This design comes from an exercise in tuning for a short achievable clock period and few clock cycles on the open sky130 flow, not from production work. Only simulation tests tie the RTL to the original design; equivalence was not proved. No activity file was given, so power comes from the tool's default toggle rates.

--- flow/design.v ---
`timescale 1ns / 1ps
module ALU#(parameter DataWidth=32)
(
    input [DataWidth-1:0]operand_A,
    input [DataWidth-1:0]operand_B,
    input [5:0]ALU_Control,
    output logic [DataWidth-1:0]ALU_result
);
wire [4:0]shamt = operand_B[4:0];
   assign ALU_result   = 
            (ALU_Control == 6'b000_000)? operand_A + operand_B:                 
            (ALU_Control == 6'b001_000)? operand_A - operand_B:                 
            (ALU_Control == 6'b000_100)? operand_A ^ operand_B:                 
            (ALU_Control == 6'b000_110)? operand_A | operand_B:                 
            (ALU_Control == 6'b000_111)? operand_A & operand_B:                 
            (ALU_Control == 6'b000_010)? {31'd0,($signed(operand_A) < $signed(operand_B))}:  
            (ALU_Control == 6'b000_011)? {31'd0,(operand_A < operand_B)}:                 
            (ALU_Control == 6'b000_001)? operand_A << shamt:                    
            (ALU_Control == 6'b000_101)? operand_A >> shamt:                    
            (ALU_Control == 6'b001_101)? $unsigned($signed(operand_A) >>> shamt):   
            (ALU_Control == 6'b011_111)? operand_A:                             
            (ALU_Control == 6'b010_000)? {31'd0,(operand_A == operand_B)}:              
            (ALU_Control == 6'b010_001)? {31'd0,(operand_A != operand_B)}:              
            (ALU_Control == 6'b010_100)? {31'd0,(operand_A < operand_B)}:               
            (ALU_Control == 6'b010_101)? {31'd0,(operand_A >= operand_B)}:              
            (ALU_Control == 6'b010_110)? {31'd0,(operand_A < operand_B)}:               
            (ALU_Control == 6'b010_111)? {31'd0,(operand_A >= operand_B)}: 32'd0;           
endmodule
`timescale 1ns / 1ps
module ALU_Control
(
    input [2:0]func3,
    input [1:0] func7,
    input [2:0]ALU_Operation,
    output logic [5:0]ALU_Control
);
always_comb begin   
     ALU_Control = (ALU_Operation == 3'b011)? 
               6'b011_111 :       
               (ALU_Operation == 3'b010)? 
               {3'b010,func3} :  
               ({ALU_Operation, func7} == {3'b000, 2'b00})? 
               {3'b000,func3} : 
               ({ALU_Operation, func7} == {3'b000, 2'b01})? 
               {3'b001,func3} :
               ({ALU_Operation, func3, func7} == {3'b001, 3'b101, 2'b00})? 
               {3'b000,func3} : 
               ({ALU_Operation, func3, func7} == {3'b001, 3'b101, 2'b01})? 
               {3'b001,func3} : 
               ({ALU_Operation, func3} == {3'b001, 3'b101})? 
               {3'b000,func3} : 
               (ALU_Operation == 3'b001)?                  
               {3'b000,func3} : 
               6'b000_000;       
 end
endmodule
`timescale 1ns / 1ps
module Branch_Controller_Unit#(parameter DataWidth=32)
(
    input [2:0]function3,
    input [DataWidth-1:0]SRC_1,
    input [DataWidth-1:0]SRC_2,
    output logic Branch
);
always_comb begin
    if(function3 == 3'b000) 
       if (SRC_1 == SRC_2)                             
          Branch = 1'b1;
       else
          Branch = 1'b0;
    else
    if((function3 == 3'b001) && (SRC_1 != SRC_2))                             
        Branch = 1'b1;
    else
    if((function3 == 3'b100) && ($signed(SRC_1) <  $signed(SRC_2)))           
        Branch = 1'b1;
    else
    if((function3 == 3'b101) && ($signed(SRC_1) >= $signed(SRC_2)))           
        Branch = 1'b1;
    else
    if((function3 == 3'b110) && ($unsigned(SRC_1) <  $unsigned(SRC_2)))       
        Branch =1'b1;
    else
    if((function3 == 3'b111) && ($unsigned(SRC_1) >= $unsigned(SRC_2)))       
        Branch =1'b1;
    else
        Branch =1'b0;
end
endmodule
`timescale 1ns / 1ps
module control_unit (
    input [6:0] opcode,
    output logic branch_op,memRead,memtoReg,memWrite,regWriteEn,operand_B_sel,
    output logic [1:0] next_PC_sel,operand_A_sel, 
    output logic [2:0] ALUOp,
    output logic [1:0] extend_sel
);
    localparam      R_TYPE  = 7'b0110011, 
                    I_TYPE  = 7'b0010011, 
                    STORE   = 7'b0100011,
                    LOAD    = 7'b0000011,
                    BRANCH  = 7'b1100011,
                    JALR    = 7'b1100111,
                    JAL     = 7'b1101111,
                    AUIPC   = 7'b0010111,
                    LUI     = 7'b0110111;
    assign regWriteEn    = ((opcode == R_TYPE) | (opcode == I_TYPE) | (opcode == LOAD)
                            | (opcode == JALR) | (opcode == JAL) | (opcode == AUIPC) 
                            | (opcode == LUI))? 1'b1 : 1'b0; 
    assign memWrite      = (opcode == STORE)?   1'b1 : 1'b0; 
    assign branch_op     = (opcode == BRANCH)?  1'b1 : 1'b0; 
    assign memRead       = (opcode == LOAD)?    1'b1 : 1'b0; 
    assign memtoReg      = (opcode == LOAD)?    1'b1 : 1'b0; 
    assign ALUOp         = (opcode == R_TYPE)?  3'b000 : 
                           (opcode == I_TYPE)?  3'b001 :
                           (opcode == STORE)?   3'b101 :   
                           (opcode == LOAD)?    3'b100 : 
                           (opcode == BRANCH)?  3'b010 : 
                           ((opcode == JALR)  | (opcode == JAL))? 3'b011 :
                           ((opcode == AUIPC) | (opcode == LUI))? 3'b110 : 3'b000; 
    assign operand_A_sel = (opcode == AUIPC)?  2'b01 : 
                           (opcode == LUI)?    2'b11 : 
                           ((opcode == JALR)  | (opcode == JAL))?  2'b10 : 2'b00; 
    assign operand_B_sel = ((opcode == I_TYPE) | (opcode == STORE)| 
                           (opcode == LOAD) | (opcode == AUIPC) | | 
			   (opcode == JALR) | 
                           (opcode == LUI))? 1'b1 : 1'b0; 
    assign extend_sel    = ((opcode == I_TYPE)  | (opcode == JALR) | (opcode == LOAD))?  2'b00 : 
                           (opcode == STORE)?   2'b01  : 
                           ((opcode == AUIPC) | (opcode == LUI))? 2'b10 : 2'b00;
    assign next_PC_sel   =(opcode == BRANCH)?  2'b01  : 
                           (opcode == JAL)?     2'b10 : 
                           (opcode == JALR)?    2'b11 : 2'b00; 
endmodule
`timescale 1ns / 1ps
module ImmGen#(
parameter DataWidth=32
)
(
    input [DataWidth-1:0]pc,
    input [(DataWidth-1)-7:0]instruction,
    output logic [DataWidth-1:0]i_type,
    output logic [DataWidth-1:0]u_type,
    output logic [DataWidth-1:0]s_type,
    output logic [DataWidth-1:0]sb_type,
    output logic [DataWidth-1:0]uj_type
);
logic [11:0] I_type;
logic [19:0] U_type;
logic [11:0] S_type;
logic [12:0] SB_type;
logic [20:0] UJ_type;
always_comb begin
    I_type  = instruction[24:13];
    U_type  = instruction[24:5];
    S_type  = {instruction[24:18],instruction[4:0]};
    SB_type = {instruction[24],instruction[0],instruction[23:18],instruction[4:1],1'b0};
    UJ_type = {instruction[24],instruction[12:5],instruction[13],instruction[23:14],1'b0};
    u_type  = {U_type ,12'b0 };
    i_type  = {I_type [11]  ? 20'hFFFFF : 20'd0,I_type };
    s_type  = {S_type [11]  ? 20'hFFFFF : 20'd0,S_type };
    sb_type = {SB_type[12]  ? 19'h7FFFF : 19'd0,SB_type} + pc;
    uj_type = {UJ_type[20]  ? 11'h7FF   : 11'd0,UJ_type} + pc;
end
endmodule
`timescale 1ns / 1ps
module Forwarding_Unit#
(
parameter DataWidth = 32, 
parameter RegAddrWidth = 5
)
(   
    input Reg_File_EN_Memory_stage,
    input Reg_File_EN_WrBk_stage,
    input Reg_File_EN_EXE_stage,
    input Mem_Read_EN,
    input [RegAddrWidth-1:0]WriteBack_reg_Memory_stage,
    input [RegAddrWidth-1:0]WriteBack_reg_WrBk_stage,
    input [RegAddrWidth-1:0]WriteBack_reg_EXE_stage,
    input [RegAddrWidth-1:0]ID_EX_RS1,
    input [RegAddrWidth-1:0]ID_EX_RS2,
    output logic [2:0]Operand_A_control,
    output logic [2:0]Operand_B_control   
);
always_comb begin
    if ((WriteBack_reg_EXE_stage == ID_EX_RS1) && Reg_File_EN_EXE_stage == 1'b1 && ID_EX_RS1 != 5'd0)
        Operand_A_control = 3'b011;
    else
    if((WriteBack_reg_Memory_stage == ID_EX_RS1) && (Reg_File_EN_Memory_stage == 1'b1) && (Mem_Read_EN == 1'b0) && ID_EX_RS1 != 5'd0)
        Operand_A_control = 3'b001;
    else
    if ((WriteBack_reg_Memory_stage == ID_EX_RS1) && (Reg_File_EN_Memory_stage == 1'b1) && (Mem_Read_EN == 1'b1) && ID_EX_RS1 != 5'd0)
        Operand_A_control = 3'b110;
    else
    if ((WriteBack_reg_WrBk_stage == ID_EX_RS1) && Reg_File_EN_WrBk_stage == 1'b1 && ID_EX_RS1 != 5'd0)
        Operand_A_control = 3'b010;
    else
        Operand_A_control = 3'b000;
end
always_comb begin
    if ((WriteBack_reg_EXE_stage == ID_EX_RS2) && Reg_File_EN_EXE_stage == 1'b1 && ID_EX_RS2 != 5'd0)
        Operand_B_control = 3'b011;
    else
    if((WriteBack_reg_Memory_stage == ID_EX_RS2) && (Reg_File_EN_Memory_stage == 1'b1) && (Mem_Read_EN == 1'b0) && ID_EX_RS2 != 5'd0)
        Operand_B_control = 3'b001;
    else
    if ((WriteBack_reg_Memory_stage == ID_EX_RS2) && (Reg_File_EN_Memory_stage == 1'b1) && (Mem_Read_EN == 1'b1) && ID_EX_RS2 != 5'd0)
        Operand_B_control = 3'b110;
    else
    if ((WriteBack_reg_WrBk_stage == ID_EX_RS2) && Reg_File_EN_WrBk_stage == 1'b1 && ID_EX_RS2 != 5'd0)
        Operand_B_control = 3'b010;
    else
        Operand_B_control = 3'b000;
end
endmodule
`timescale 1ns / 1ps
module regFile#(
parameter DataWidth=32,
parameter Registers=32,
parameter AddrRegWidth=5
)
(
    input clock,
    input reset,
    input writeEn,
    input [AddrRegWidth-1:0]source1,
    input [AddrRegWidth-1:0]source2,
    input [AddrRegWidth-1:0]writeDataSel,
    input [DataWidth-1:0]writeData,
    output logic [DataWidth-1:0]readData1,
    output logic [DataWidth-1:0]readData2 ,
    output logic [DataWidth-1:0]Reg_Out
);
localparam number_of_registers = 2**AddrRegWidth;
logic [DataWidth-1:0]regs [0:(number_of_registers)-1];
integer i;
always @ (posedge clock)begin
    if (reset==1'b1) begin
        for (i=0;i<(number_of_registers);i=i+1)
            regs[i]<=0;
        end
    else if (reset==1'b0 && writeEn==1'b1)begin
            if (writeDataSel==5'd0)
                regs[0]<=32'h00000000;
            else
                regs[writeDataSel]<=writeData;       
        end
end
assign readData1 = regs[source1];
assign readData2 = regs[source2];
assign Reg_Out   = regs[7];
endmodule
`timescale 1ns / 1ps
module Fetch#(
parameter DataWidth=32,
parameter AddrWidth=10
)
(
    input clock,
    input reset,
    input [1:0]next_PC_sel,
    input Branch,flush,stall,
    input [DataWidth-1:0]Branch_target,
    input [DataWidth-1:0]Jal_target,
    input [DataWidth-1:0]Jalr_target,
    output [AddrWidth-1:0]Inst_mem_address,
    output logic [DataWidth-1:0]PC_OUT 
);
logic [DataWidth-1:0]PC_reg;
logic [DataWidth-1:0]PC;
always @ (posedge clock)begin
    if (reset)
        PC_reg <= 32'b0;  
    else if (stall)
        PC_reg <= PC_reg;           
    else begin
        if (next_PC_sel == 2'b10) begin                
            PC_reg <=  Jal_target;
	end
        else if (next_PC_sel == 2'b11)begin            
            PC_reg <=  Jalr_target;
	end
        else if (next_PC_sel == 2'b01) begin      
                  if (Branch == 1'b1) begin
                      PC_reg <= Branch_target;
		  end
                  else begin
                      PC_reg <= PC_reg + 32'd4;
		  end 
        end
        else if (next_PC_sel == 2'b00)begin       
                  PC_reg <= PC_reg + 32'd4;
        end
	else begin
		  PC_reg <= PC_reg + 32'd4;
	end
    end
end
assign PC = PC_reg;
assign Inst_mem_address  = PC[11:2];
    always@(posedge clock)begin
        if(flush)begin
            PC_OUT <= 32'd0;
        end
	else if(reset)begin
	    PC_OUT <= 32'd0;
	end
        else if(stall)begin
            PC_OUT <= PC_OUT;
        end
        else begin
            PC_OUT <= PC;
        end    
    end  
endmodule
`timescale 1ns / 1ps
module Decode#(
parameter DataWidth=32,
parameter RegAddrWidth=5
)
(
    input clock,
    input reset,
    input regEN_EX,regEN_MEM,regEN_WB,Memory_Read_EN,
    input [RegAddrWidth-1:0]destReg_EX,destReg_MEM,destReg_WB,
    input [DataWidth-1:0]Forwarded_Data_EX,Forwarded_Data_MEM1,Forwarded_Data_MEM2,Forwarded_Data_WB,
    input [DataWidth-1:0]Instruction_IN,
    input [DataWidth-1:0]PC,
    input [DataWidth-1:0]writeBackData,                  
    output logic Branch,
    output logic regWriteEn,
    output logic [RegAddrWidth-1:0]writeBackReg,    
    output logic memRead,memtoReg,memWrite,FLUSH_REG,
    output logic stall,                             
    output logic [2:0] ALUOp,
    output logic [1:0]next_PC_sel,
    output logic [2:0]function3,
    output logic [1:0]function7,
    output logic [DataWidth-1:0]BRANCH_TARGET,JAL_TARGET,JALR_TARGET,
    output logic [DataWidth-1:0]alu_src1,
    output logic [DataWidth-1:0]alu_src2,
    output logic [DataWidth-1:0]Mem_Data,
    output logic [DataWidth-1:0]RegOut
);
logic [DataWidth-1:0]Instruction;
logic [DataWidth-1:0]ImmOUT;
logic Branch_controller;
logic Branch_control_unit;
logic [DataWidth-1:0]readData1;
logic [DataWidth-1:0]readData2;
logic [RegAddrWidth-1:0]SRC_Reg_1;
logic [RegAddrWidth-1:0]SRC_Reg_2;
logic [1:0]ImmSel;
logic [31:0]SOURCE_A;
logic [31:0]SOURCE_B;
logic [31:0]Forwarded_SOURCE_A;
logic [31:0]Forwarded_SOURCE_B;
logic [1:0]OPERAND_A_SEL;
logic OPERAND_B_SEL;
logic [2:0]func3;
logic [1:0]func7;
logic mem_Read,mem_write;
logic regFileWriteEn,memtoRegister;
logic [2:0]ALU_Op;
logic [RegAddrWidth-1:0]destReg;
logic [6:0]opcode;
logic [DataWidth-1:0]I_imm;
logic [DataWidth-1:0]S_imm;
logic [DataWidth-1:0]U_imm;
logic [(DataWidth-1)-7:0]instruction_imm;  
logic [2:0]op_A_sel;
logic [2:0]op_B_sel;
logic [1:0]next_PC_sel_dec;
assign opcode    = Instruction[6:0];
assign destReg   = Instruction[11:7];
assign SRC_Reg_1 = Instruction[19:15];
assign SRC_Reg_2 = Instruction[24:20];
assign func3     = Instruction[14:12];
assign func7     = Instruction[31:30];
localparam No_of_registers = 32;
 always_comb begin
    if (next_PC_sel == 2'b10 || next_PC_sel == 2'b11)
        FLUSH_REG = 1'b1;
    else if (next_PC_sel == 2'b01 && Branch == 1'b1)
	FLUSH_REG = 1'b1;
    else 
	FLUSH_REG = 1'b0;
 end
assign stall = memRead & regWriteEn & (writeBackReg != 5'd0) &
               ((writeBackReg == SRC_Reg_1) | (writeBackReg == SRC_Reg_2));
assign next_PC_sel = stall ? 2'b00 : next_PC_sel_dec;
always @(posedge clock)begin
	if (reset)
	      Instruction <=32'd0;
	else if (stall)
	      Instruction <= Instruction;
	else if (FLUSH_REG == 1'b1)
	      Instruction <=32'd0;
        else
	      Instruction <= Instruction_IN;
end
always @(posedge clock)begin
    if (reset)begin
        function3         <= 3'b0;
        function7         <= 2'b0;
        regWriteEn        <= 1'b0;
        memRead           <= 1'b0;
        memWrite          <= 1'b0;
        memtoReg          <= 1'b0;
        ALUOp		  <= 3'b0;
        writeBackReg      <= 5'b0;
        alu_src1          <= 32'b0;
        alu_src2          <= 32'b0; 
        Mem_Data          <= 32'b0;
    end
    else begin
        writeBackReg      <= destReg;
        function3         <= func3;
        function7         <= func7;
        regWriteEn        <= regFileWriteEn & ~stall;
        memRead           <= mem_Read & ~stall;
        memWrite          <= mem_write & ~stall;
        memtoReg          <= memtoRegister;
        ALUOp		  <= ALU_Op;
        alu_src1          <= SOURCE_A;
        alu_src2          <= SOURCE_B;
        Mem_Data          <= Forwarded_SOURCE_B;
    end
end
regFile #(DataWidth,No_of_registers,RegAddrWidth) RegisterFile
     (
        .clock(clock),
        .reset(reset),
        .writeEn(regEN_WB),
        .source1(SRC_Reg_1),
        .source2(SRC_Reg_2),
        .writeDataSel(destReg_WB),
        .writeData(writeBackData),
        .readData1(readData1),
        .readData2(readData2),
        .Reg_Out(RegOut)
     );
control_unit Control (
        .opcode(opcode),
        .branch_op(Branch_control_unit),
        .memRead(mem_Read),
        .memtoReg(memtoRegister),
        .memWrite(mem_write),
        .regWriteEn(regFileWriteEn),
        .next_PC_sel(next_PC_sel_dec),
        .operand_A_sel(OPERAND_A_SEL),
        .operand_B_sel(OPERAND_B_SEL),
        .ALUOp(ALU_Op),
        .extend_sel(ImmSel)
    );
ImmGen #(DataWidth) ImmediateGeneration
    (
        .pc(PC),
        .instruction(instruction_imm),
        .i_type(I_imm),
        .u_type(U_imm),
        .s_type(S_imm),
        .sb_type(BRANCH_TARGET),
        .uj_type(JAL_TARGET)        
    );
assign ImmOUT = (ImmSel==2'b00) ? I_imm:
                (ImmSel==2'b01) ? S_imm:
                (ImmSel==2'b10) ? U_imm: 32'd0 ;
assign instruction_imm = Instruction[31:7];
assign JALR_TARGET = (ImmOUT + Forwarded_SOURCE_A) & 32'hfffffffe;
Forwarding_Unit#(DataWidth,RegAddrWidth) Forwarding_For_Data_Hazard
(   
     .Reg_File_EN_Memory_stage(regEN_MEM),
     .Reg_File_EN_WrBk_stage(regEN_WB),
     .Reg_File_EN_EXE_stage(regEN_EX),
     .Mem_Read_EN(Memory_Read_EN),
     .WriteBack_reg_EXE_stage(destReg_EX),
     .WriteBack_reg_Memory_stage(destReg_MEM),
     .WriteBack_reg_WrBk_stage(destReg_WB),
     .ID_EX_RS1(SRC_Reg_1),
     .ID_EX_RS2(SRC_Reg_2),
     .Operand_A_control(op_A_sel),
     .Operand_B_control(op_B_sel)  
);
always_comb begin
    SOURCE_A = (OPERAND_A_SEL==2'b01)? PC :
               (OPERAND_A_SEL==2'b10)? PC + 32'd4 :
               (OPERAND_A_SEL==2'b11)? 32'd0 : Forwarded_SOURCE_A;    
    SOURCE_B = (OPERAND_B_SEL==1'b1)?ImmOUT : Forwarded_SOURCE_B;          
end
always_comb begin
	Forwarded_SOURCE_A = op_A_sel == 3'b001 ?  Forwarded_Data_MEM1:
                             op_A_sel == 3'b010 ?  Forwarded_Data_WB  :
                             op_A_sel == 3'b011 ?  Forwarded_Data_EX  :
		             op_A_sel == 3'b110 ?  Forwarded_Data_MEM2:
                             readData1;
        Forwarded_SOURCE_B = op_B_sel == 3'b001 ?  Forwarded_Data_MEM1:
                             op_B_sel == 3'b010 ?  Forwarded_Data_WB  :
                             op_B_sel == 3'b011 ?  Forwarded_Data_EX  : 
		             op_B_sel == 3'b110 ?  Forwarded_Data_MEM2:
                             readData2;
end
Branch_Controller_Unit#(DataWidth) Branch_Controller_Unit
( 
    .function3(func3),
    .SRC_1(Forwarded_SOURCE_A),
    .SRC_2(Forwarded_SOURCE_B),
    .Branch(Branch_controller)
);
assign Branch = Branch_control_unit & Branch_controller;
endmodule
`timescale 1ns / 1ps
module Execute #(
parameter DataWidth=32,
parameter AddrWidth=10,
parameter RegAddrWidth=5
)
(	
    input   clock,reset,
    input  [DataWidth-1:0]DataMemDataIn,
    input  [DataWidth-1:0]Operand_A,
    input  [DataWidth-1:0]Operand_B,
    input  [2:0]Func3,
    input  [1:0]Func7,
    input  [2:0]ALU_op,
    input  memtoreg,writeEn,readEn,regfileEN,
    input  [RegAddrWidth-1:0]writeBack_reg,
    output logic [2:0]Func_3,
    output logic Reg_EN,MEM_READ,MEM_WRITE,MEM_to_REG,
    output logic [RegAddrWidth-1:0]WB_REG,
    output logic [DataWidth-1:0]ALU_Result,
    output logic [DataWidth-1:0]ALU_result_delay,
    output logic [AddrWidth-1:0]D_MEM_ADDR,
    output logic [DataWidth-1:0]DataIN_MEM
);
logic [5:0]ALU_MUX_CONTROL;
logic [AddrWidth-1:0]Mem_addr;
ALU #(DataWidth)alu
(
    .operand_A(Operand_A),  
    .operand_B(Operand_B),
    .ALU_Control(ALU_MUX_CONTROL),
    .ALU_result(ALU_Result)
);
ALU_Control aluControl
(
    .func3(Func3),
    .func7(Func7),
    .ALU_Operation(ALU_op),
    .ALU_Control(ALU_MUX_CONTROL)
);
assign Mem_addr = ALU_Result[9:0] ;   
always @(posedge clock)begin
    if(reset)begin
        Reg_EN    	 <= 1'b0;
        WB_REG    	 <= 5'b0;
        MEM_READ  	 <= 1'b0;
        MEM_WRITE 	 <= 1'b0;
        MEM_to_REG	 <= 1'b0;
        ALU_result_delay <= 32'd0;
        D_MEM_ADDR	 <= 10'd0;
        DataIN_MEM	 <= 32'd0;
        Func_3           <= 3'd0;
    end
    else begin
        Reg_EN           <= regfileEN;
        WB_REG     	 <= writeBack_reg;
        MEM_READ    	 <= readEn;
        MEM_WRITE  	 <= writeEn;
        MEM_to_REG 	 <= memtoreg;
        ALU_result_delay <= ALU_Result;
        D_MEM_ADDR	 <= Mem_addr;
        DataIN_MEM	 <= DataMemDataIn;
        Func_3           <= Func3;
    end
end
endmodule
`timescale 1ns / 1ps
module MEM_WB#(
parameter DataWidth = 32,
parameter RegAddrWidth = 5
)
(
    input clock,
    input reset,
    input RegEn_IN,
    input [DataWidth-1:0]ALU_result_IN,
    input [DataWidth-1:0]Mem_Data_IN,
    input [RegAddrWidth-1:0]WB_REG_IN,
    input Mem_to_Reg_IN,
    output logic RegEn_OUT,
    output logic [DataWidth-1:0]ALU_result_OUT,
    output logic [DataWidth-1:0]Mem_Data_OUT,
    output logic [RegAddrWidth-1:0]WB_REG_OUT,
    output logic Mem_to_Reg_OUT
 );
always @ (posedge clock)begin
    if (reset)begin
        ALU_result_OUT  <= 32'd0;
        Mem_Data_OUT    <= 32'd0;
        WB_REG_OUT      <= 5'd0;
        Mem_to_Reg_OUT  <= 1'b0;
        RegEn_OUT       <= 1'b0;      
    end
    else begin
        ALU_result_OUT  <= ALU_result_IN;
        Mem_Data_OUT    <= Mem_Data_IN;
        WB_REG_OUT      <= WB_REG_IN;
        Mem_to_Reg_OUT  <= Mem_to_Reg_IN;
        RegEn_OUT       <= RegEn_IN;
    end
end
endmodule
`timescale 1ns / 1ps
module WriteBack#(
parameter DataWidth=32,
parameter RegAddrWidth=10
)
(
    input [RegAddrWidth-1:0]writeback_reg,
    input memtoreg,
    input [DataWidth-1:0]Data_from_ALU,
    input [DataWidth-1:0]Data_from_Mem,
    output logic [DataWidth-1:0]WriteBackData,
    output logic [RegAddrWidth-1:0]writeBack_reg
);
always_comb begin
    if(memtoreg)
        WriteBackData = Data_from_Mem;
    else
        WriteBackData = Data_from_ALU;
end
assign writeBack_reg = writeback_reg;
endmodule
`timescale 1ns / 1ps
module BSV32I_SSC#(
parameter DataWidth=32,
parameter AddrWidth=10,
parameter RegAddrWidth=5
)
(
    input  clock,
    input  reset,
    input  [DataWidth-1:0]program_in,
    input  [AddrWidth-1:0]address_in,
    input  [DataWidth-1:0]Inst_mem_dataOut,Data_mem_dataOut,
    output logic [DataWidth-1:0]Inst_mem_dataIn,Data_mem_dataIn,
    output logic [AddrWidth-1:0]Inst_mem_address,Data_mem_address,
    output logic Inst_mem_read_en,Data_mem_read_en,
    output logic Inst_mem_write_en,Data_mem_write_en,
    output logic [2:0]func3,
    output logic [DataWidth-1:0]reg_out
);
logic [DataWidth-1:0]Mem_WB_Data;
logic [1:0]NEXT_PC_SEL;
logic  BRANCH;
logic [DataWidth-1:0]ALUresult;
logic [DataWidth-1:0]PROGRAM_COUNTER;
logic [DataWidth-1:0]BRANCH_TARG;
logic [DataWidth-1:0]JAL_TARG;
logic [DataWidth-1:0]JALR_TARG;
logic [DataWidth-1:0]WB_DATA;
logic [RegAddrWidth-1:0]WB_REG;
logic [RegAddrWidth-1:0]DEST_REG;
logic [RegAddrWidth-1:0]DEST_REGISTER;
logic [DataWidth-1:0]SOURCE1;
logic [DataWidth-1:0]SOURCE2;
logic MEM_TO_REG_DEC_EX;
logic MEM_READ_EN_DEC_EX;
logic MEM_WRITE_EN_DEC_EX;
logic [DataWidth-1:0]aluOutput;
logic [2:0]ALU_OPCODE;
logic [2:0]FUNC_3;
logic [1:0]FUNC_7;
logic RF_EN_DEC_to_EX;           
logic RF_EN_EX_to_WB;            
logic FLUSH;
logic mem_to_register;
logic [DataWidth-1:0]Mem_Data_WB;
logic [DataWidth-1:0]ALU_RESULT;
logic [RegAddrWidth-1:0]reg_WB;
logic EN_reg_file;
logic Mem2Reg;
logic STALL;
Fetch #(DataWidth,AddrWidth) Fetch_unit
(
     .clock(clock),
     .reset(reset),
     .next_PC_sel(NEXT_PC_SEL),
     .Branch(BRANCH),
     .flush(FLUSH),
     .stall(STALL),
     .Branch_target(BRANCH_TARG),
     .Jal_target(JAL_TARG),
     .Jalr_target(JALR_TARG),
     .Inst_mem_address(Inst_mem_address),
     .PC_OUT(PROGRAM_COUNTER) 
);
Decode #(DataWidth,RegAddrWidth) Decode_unit
(
     .clock(clock),
     .reset(reset),
     .regEN_EX(RF_EN_DEC_to_EX),
     .regEN_MEM(RF_EN_EX_to_WB),
     .regEN_WB(EN_reg_file),
     .Instruction_IN(Inst_mem_dataOut),
     .Memory_Read_EN(Data_mem_read_en),
     .destReg_EX(DEST_REG),
     .destReg_MEM(DEST_REGISTER),
     .destReg_WB(reg_WB),
     .Forwarded_Data_EX(ALU_RESULT),
     .Forwarded_Data_MEM1(aluOutput),    
     .Forwarded_Data_MEM2(Data_mem_dataOut),
     .Forwarded_Data_WB(WB_DATA),
     .PC(PROGRAM_COUNTER),
     .writeBackData(WB_DATA),      
     .writeBackReg(DEST_REG),      
     .alu_src1(SOURCE1),
     .alu_src2(SOURCE2),
     .memRead(MEM_READ_EN_DEC_EX),
     .memtoReg(MEM_TO_REG_DEC_EX),
     .memWrite(MEM_WRITE_EN_DEC_EX),
     .FLUSH_REG(FLUSH),
     .stall(STALL),
     .Branch(BRANCH),
     .next_PC_sel(NEXT_PC_SEL),
     .ALUOp(ALU_OPCODE),
     .BRANCH_TARGET(BRANCH_TARG),
     .JAL_TARGET(JAL_TARG),
     .JALR_TARGET(JALR_TARG),
     .function3(FUNC_3),
     .function7(FUNC_7),
     .regWriteEn(RF_EN_DEC_to_EX),
     .Mem_Data(Mem_WB_Data),
     .RegOut(reg_out)
);
Execute #(DataWidth,AddrWidth,RegAddrWidth) Execute_unit
(
     .clock(clock),
     .reset(reset),
     .DataMemDataIn(Mem_WB_Data),
     .Operand_A(SOURCE1), 
     .Operand_B(SOURCE2),
     .Func3(FUNC_3),
     .Func7(FUNC_7),
     .ALU_op(ALU_OPCODE),
     .memtoreg(MEM_TO_REG_DEC_EX),
     .writeEn(MEM_WRITE_EN_DEC_EX),
     .readEn(MEM_READ_EN_DEC_EX),
     .regfileEN(RF_EN_DEC_to_EX),
     .writeBack_reg(DEST_REG), 
     .Func_3(func3),
     .MEM_to_REG(mem_to_register),
     .MEM_WRITE(Data_mem_write_en),
     .MEM_READ(Data_mem_read_en),
     .Reg_EN(RF_EN_EX_to_WB),
     .D_MEM_ADDR(Data_mem_address),            
     .ALU_Result(ALU_RESULT),
     .ALU_result_delay(aluOutput),
     .WB_REG(DEST_REGISTER),
     .DataIN_MEM(Data_mem_dataIn)
);
MEM_WB#(DataWidth,RegAddrWidth)MEM_WB_REG       
(
     .clock(clock),
     .reset(reset),
     .ALU_result_IN(aluOutput),
     .Mem_Data_IN(Data_mem_dataOut),
     .WB_REG_IN(DEST_REGISTER),
     .Mem_to_Reg_IN(mem_to_register),
     .RegEn_IN(RF_EN_EX_to_WB),
     .ALU_result_OUT(ALUresult),
     .Mem_Data_OUT(Mem_Data_WB),
     .WB_REG_OUT(reg_WB),
     .Mem_to_Reg_OUT(Mem2Reg),
     .RegEn_OUT(EN_reg_file)
);
WriteBack#(DataWidth,RegAddrWidth) WriteBack_unit
( 
     .writeback_reg(reg_WB),
     .memtoreg(Mem2Reg),
     .Data_from_ALU(ALUresult),
     .Data_from_Mem(Mem_Data_WB), 
     .WriteBackData(WB_DATA),
     .writeBack_reg(WB_REG)
);
assign Inst_mem_read_en  =  1'b1;
assign Inst_mem_write_en =  1'b0;
assign Inst_mem_dataIn   =  32'd0;
endmodule
--- flow/run.sh ---
#!/bin/bash
# synth_recipe.tcl (not shown) runs the flow's synth.tcl, then flattens the netlist and writes it again
# the make line also repeats each setting of config.mk as NAME=value (left out here)
make -C /OpenROAD-flow-scripts/flow DESIGN_CONFIG=/design/flow/config.mk WORK_HOME=/design/flow/orfs CLKGATE_MAP_FILE= SYNTH_SCRIPT=/design/flow/synth_recipe.tcl finish
--- flow/config.mk ---
export PLATFORM = sky130hd
export DESIGN_NAME = BSV32I_SSC
export DESIGN_NICKNAME = BSV32I_SSC
export VERILOG_FILES = /design/flow/design.v
export SDC_FILE = /design/flow/constraint.sdc
export NUM_CORES = 4
export LEC_CHECK = 0
export CAP_MARGIN = 20
export CORE_MARGIN = 2
export CORE_UTILIZATION = 40
export SETUP_SLACK_MARGIN = 2.5
export SLEW_MARGIN = 20
--- flow/constraint.sdc ---
create_clock -name core_clock -period 9.0 [get_ports {clock}]
set_input_delay 1.8000 -clock core_clock [delete_from_list [all_inputs] [get_ports {clock}]]
set_output_delay 1.8000 -clock core_clock [all_outputs]
set_load 0.01 [all_outputs]
==> notes.md <==
==> critical path, delay by kind of cell, from the launching register on <==
| kind | cells | cell delay [ps] |
|---|---|---|
| AOI/OAI and AO/OA | 12 | 3380 |
| buffers and inverters | 6 | 1030 |
| and+or+nand+nor | 6 | 810 |
| muxes | 3 | 690 |
| DFF | 1 | 490 |
| adders and majority gates | 1 | 310 |
==> cells in the mapped netlist, types with 29 or more instances <==
cell	count
sky130_fd_sc_hd__xnor2_1	98
sky130_fd_sc_hd__nand3_1	76
sky130_fd_sc_hd__xor2_1	67
sky130_fd_sc_hd__a22o_1	35
sky130_fd_sc_hd__buf_4	54
sky130_fd_sc_hd__and2_1	34
sky130_fd_sc_hd__nor2b_1	153
sky130_fd_sc_hd__nand4_1	31
sky130_fd_sc_hd__clkbuf_1	524
sky130_fd_sc_hd__a21o_1	82
sky130_fd_sc_hd__o21ai_0	283
sky130_fd_sc_hd__ha_1	204
sky130_fd_sc_hd__nor4_1	29
sky130_fd_sc_hd__nor3_1	95
sky130_fd_sc_hd__nand2_1	454
sky130_fd_sc_hd__and3_1	35
sky130_fd_sc_hd__inv_1	137
sky130_fd_sc_hd__a31oi_1	41
sky130_fd_sc_hd__a211oi_1	135
sky130_fd_sc_hd__nor2_1	1439
sky130_fd_sc_hd__edfxtp_1	1024
sky130_fd_sc_hd__dfxtp_1	366
sky130_fd_sc_hd__buf_2	35
sky130_fd_sc_hd__mux4_2	682
sky130_fd_sc_hd__o22ai_1	30
sky130_fd_sc_hd__o211ai_1	81
sky130_fd_sc_hd__mux2i_1	141
sky130_fd_sc_hd__buf_1	77
sky130_fd_sc_hd__a221oi_1	29
sky130_fd_sc_hd__a21oi_1	404
==> cell families after synthesis <==
family | count (synthesis) | synth area share (%)
AO/OA/AOI/OAI | 1375 | 10.9
XOR/XNOR | 165 | 1.76
adder cells (fa/ha/maj) | 209 | 3.24
buffers and inverters | 830 | 4.11
flip-flops | 1390 | 46.5
multiplexers | 845 | 20.8
other | 2 | 0.00917
AND/OR/NAND/NOR | 2436 | 12.7
==> routing by layer <==
metal / up-vias / global-route usage (%)
met4: 10 / 20.2
met1: 33100 / 39.1
li1: 27300 / -
met3: 950 / 6.59
met2: 4161 / 50.7
met5: - / 0
==> metrics by stage <==
stage / instance area, sq um / instances
floorplan: 82300 / 7316
global placement: 87400 / 9723
detailed placement: 87400 / 9723
CTS: 94500 / 10100
global route: 96500 / 10200
finish: 96500 / 10200
==> cell type report <==
type | count | area (sq um)
Timing Repair Buffer | 584 | 5990
Multi-Input combinational cell | 5097 | 43500
Clock inverter | 83 | 858
Fill cell | 18300 | 108000
Tap cell | 2688 | 3360
Inverter | 140 | 534
Sequential cell | 1390 | 38200
Antenna cell | 5 | 12.5
Clock buffer | 192 | 4100
==> final timing paths <==
check / startpoint / to / slack, ps / cells after the start
worst min register to register: Decode_unit.Mem_Data[21] / Execute_unit.DataIN_MEM[21] / 440 / 1
worst max register to register: Decode_unit.alu_src2[1] / flip-flop / 2180 / 28
worst max-delay path: Decode_unit.alu_src2[1] / flip-flop / 2180 / 28
worst min-delay path: Decode_unit.Mem_Data[21] / Execute_unit.DataIN_MEM[21] / 440 / 1
==> repair_timing <==
| item | in CTS | in global routing |
|---|---|---|
| setup endpoints to repair | 106 | 106 |
| gates cloned | 7 | 9 |
| pin swaps | 68 | 128 |
| gates resized for setup | 294 | 247 |
| setup buffers | 94 | 47 |
==> where the power goes <==
part / switching (W) / internal (W) / leakage [nW]
Combinational: 0.00230 / 0.00152 / 17.3
Clock: 0.00284 / 0.00347 / 2.41
Sequential: 0.000272 / 0.00714 / 13.6
Total: 0.00541 / 0.0121 / 33.3
==> placed cells by master, fill, tap and decap left out, types with 111 or more instances in the layout <==
master	count
sky130_fd_sc_hd__nor2_1	1422
sky130_fd_sc_hd__edfxtp_1	1024
sky130_fd_sc_hd__mux4_2	682
sky130_fd_sc_hd__nand2_1	372
sky130_fd_sc_hd__buf_4	330
sky130_fd_sc_hd__dfxtp_1	321
sky130_fd_sc_hd__a21oi_1	320
sky130_fd_sc_hd__o21ai_0	229
sky130_fd_sc_hd__ha_1	169
sky130_fd_sc_hd__clkbuf_16	167
sky130_fd_sc_hd__nor2b_1	153
sky130_fd_sc_hd__clkdlybuf4s50_1	153
sky130_fd_sc_hd__inv_1	129
sky130_fd_sc_hd__a211oi_1	111
==> impl_metrics.prom <==
# TYPE chip_impl_metric gauge
chip_impl_metric{name="proportion_of_synthesized_flip_flops_having_asynchronous_set_or_reset",unit="%"} 0
chip_impl_metric{name="timing.final.hold_violations",unit=""} 0
chip_impl_metric{name="die_w",unit="microns"} 456
chip_impl_info{name="hold_path.class",value="flip-flop to flip-flop"} 1
chip_impl_metric{name="drc",unit=""} 0
chip_impl_metric{name="port_buffer_cells",unit=""} 154
chip_impl_metric{name="clock-sinks",unit=""} 1390
chip_impl_metric{name="vias_per_cell",unit=""} 6.44
chip_impl_metric{name="finalClockSkew",unit="ps"} 89.6
chip_impl_metric{name="synthesis.area_per_instance",unit="sq um"} 11.3
chip_impl_metric{name="drt-initial-drc-count",unit=""} 8403
chip_impl_metric{name="synth_cells",unit=""} 7252
chip_impl_metric{name="synth_seq_area_share",unit="%"} 46.5
chip_impl_metric{name="grt_pass1_vias",unit=""} 64100
chip_impl_info{name="setup.worst_path.class",value="flip-flop to flip-flop"} 1
chip_impl_metric{name="setup_total_negative_slack",unit="ps"} 0
chip_impl_metric{name="number_of_buffers_added_by_the_clock_tree_synthesis_step",unit=""} 154
chip_impl_info{name="synth_top_area_cell",value="sky130_fd_sc_hd__edfxtp_1"} 1
chip_impl_metric{name="static-leakage-power",unit="nW"} 33.3
chip_impl_metric{name="upper_clock_frequency_limit",unit="MHz"} 147
chip_impl_metric{name="netlist_area_pre_place",unit="sq um"} 81900
chip_impl_metric{name="post_synth_edffs",unit=""} 1024
chip_impl_metric{name="detail_route.wirelength.met1",unit="mm"} 121
chip_impl_metric{name="global_route_wire_length_before_repair",unit="mm"} 474
chip_impl_metric{name="worst_ep_required_time",unit="ps"} 9770
chip_impl_metric{name="cts.hold.buffers_added",unit=""} 0
chip_impl_metric{name="total_power",unit="W"} 0.0175
chip_impl_metric{name="setup_slack_after_layout",unit="ps"} 2180
chip_impl_metric{name="htreeDepth",unit=""} 4
chip_impl_info{name="timing.critical_path.from_type",value="flip-flop"} 1
chip_impl_info{name="maxUsedRoutingLayer",value="met5"} 1
chip_impl_metric{name="core-area",unit="sq um"} 204000
chip_impl_metric{name="crit_fanout",unit=""} 8
chip_impl_metric{name="avgRoutedWirePerCell",unit="microns"} 33.3
chip_impl_info{name="cts_tree",value="done"} 1
chip_impl_metric{name="drt_pass1_iterations",unit=""} 8
chip_impl_metric{name="min_period",unit="ps"} 6820
chip_impl_metric{name="path_clk_slew",unit="ps"} 70
chip_impl_metric{name="std_cell_rows",unit=""} 166
chip_impl_metric{name="synthDominantCellAreaShare",unit="%"} 37.5
chip_impl_metric{name="met2WireLength",unit="mm"} 158
chip_impl_info{name="cts_root_buf",value="sky130_fd_sc_hd__clkbuf_16"} 1
chip_impl_metric{name="layout_area_overhead",unit="%"} 17.9
chip_impl_metric{name="maxSlewViolCount",unit=""} 0
chip_impl_metric{name="globalplace.congestion",unit=""} 0.990
chip_impl_metric{name="routed-via-count",unit=""} 65600
chip_impl_info{name="cp_common_cell",value="sky130_fd_sc_hd__buf_12"} 1
chip_impl_metric{name="starting_density",unit="%"} 40.1
chip_impl_info{name="critical_path.endpoint_type",value="flip-flop"} 1
chip_impl_info{name="status",value="finished clean"} 1
chip_impl_metric{name="slew_headroom",unit="%"} 1.89
chip_impl_metric{name="layout-drive-gt1-share",unit="%"} 25.0
chip_impl_metric{name="floorplan.io_pins",unit=""} 231
chip_impl_metric{name="drt-total-wl",unit="mm"} 338
chip_impl_info{name="rsz0062_at_grt",value="true"} 1
chip_impl_metric{name="die_footprint",unit="sq um"} 208000
chip_impl_info{name="cp_slowest_cell",value="sky130_fd_sc_hd__dfxtp_4"} 1
chip_impl_metric{name="finish.utilization",unit="%"} 47.3
chip_impl_metric{name="overflow",unit=""} 0
chip_impl_metric{name="timing.max_cap.violations",unit=""} 0
chip_impl_metric{name="synth.yosys.warnings",unit=""} 10
chip_impl_info{name="max_flop_register",value="Decode_unit.RegisterFile.regs"} 1
chip_impl_metric{name="timing.final.setup_violations",unit=""} 0
chip_impl_metric{name="yosys.cell_types.count",unit=""} 94
chip_impl_metric{name="dpl.hpwl",unit="mm"} 218
chip_impl_metric{name="cts_max_path_bufs",unit=""} 3
chip_impl_metric{name="power-per-cell-area",unit="nW/um^2"} 182
chip_impl_metric{name="die_height",unit="microns"} 456
chip_impl_metric{name="place_ws",unit="ps"} 886
chip_impl_metric{name="finalNetCount",unit=""} 7684
chip_impl_metric{name="worst_ir_drop_vdd",unit="V"} 0.000214
chip_impl_metric{name="largest_register_ff_count",unit=""} 1024
chip_impl_metric{name="grt_start_max_net_pins",unit=""} 80
chip_impl_metric{name="grt_antenna_before_repair",unit=""} 13
chip_impl_info{name="ys_dominant_reg_cell",value="sky130_fd_sc_hd__edfxtp_1"} 1
chip_impl_metric{name="track_usage",unit="%"} 31.7
chip_impl_metric{name="timing.critical_path.arrival",unit="ps"} 7590
chip_impl_metric{name="tightestPinTransition",unit="ps"} 1460
chip_impl_metric{name="timing.hold.ws",unit="ps"} 435
chip_impl_metric{name="delay_of_the_slowest_cell_on_the_worst_path",unit="ps"} 490
chip_impl_metric{name="clk-insertion-delay-late",unit="ps"} 870
chip_impl_info{name="netlist_top_cells_area",value="sky130_fd_sc_hd__edfxtp_1 38%, sky130_fd_sc_hd__mux4_2 19%, sky130_fd_sc_hd__dfxtp_1 8.9%, sky130_fd_sc_hd__nor2_1 6.6%, sky130_fd_sc_hd__ha_1 3.1%"} 1
chip_impl_metric{name="routed-wl-met3",unit="mm"} 34.7
chip_impl_metric{name="ant_nets",unit=""} 0
chip_impl_metric{name="timing.final.crit_share",unit="%"} 75.7
chip_impl_metric{name="synth_seq_cells",unit=""} 1390
Testbench counts, summed over its fixed seeds: cycles 63,016.

re-timing with driven ports:
How much do the figures lean on ideal ports? The routed layout below was timed once more, with nothing changed but the port constraints.
Step 1 (the two cells are an assumption about what drives the block):
set clk [get_ports {clock}]
set_driving_cell -lib_cell sky130_fd_sc_hd__clkbuf_16 $clk
set_driving_cell -lib_cell sky130_fd_sc_hd__buf_2 [delete_from_list [all_inputs] $clk]
Step 2 adds t to the input delays and takes it off the output delays; t is the mean of the earliest and latest rising clock arrival at the registers after step 1. Input paths then give back, and output paths get back, about the clock's delay inside the block.
a / b / c = no drivers / after step 1 / after step 2; a / b = the first two.
t, ns: 0.920
slack for setup (ns): 2.184 / 2.184 / 2.184
hold slack, ns: 0.435 / 0.435 / 0.435
worst register clock-pin slew, ns: 0.07 / 0.07
After both steps this run still meets setup and hold. For this run, drivers alone change the setup slack by 0.000 ns; drivers and shift together by 0.000 ns.
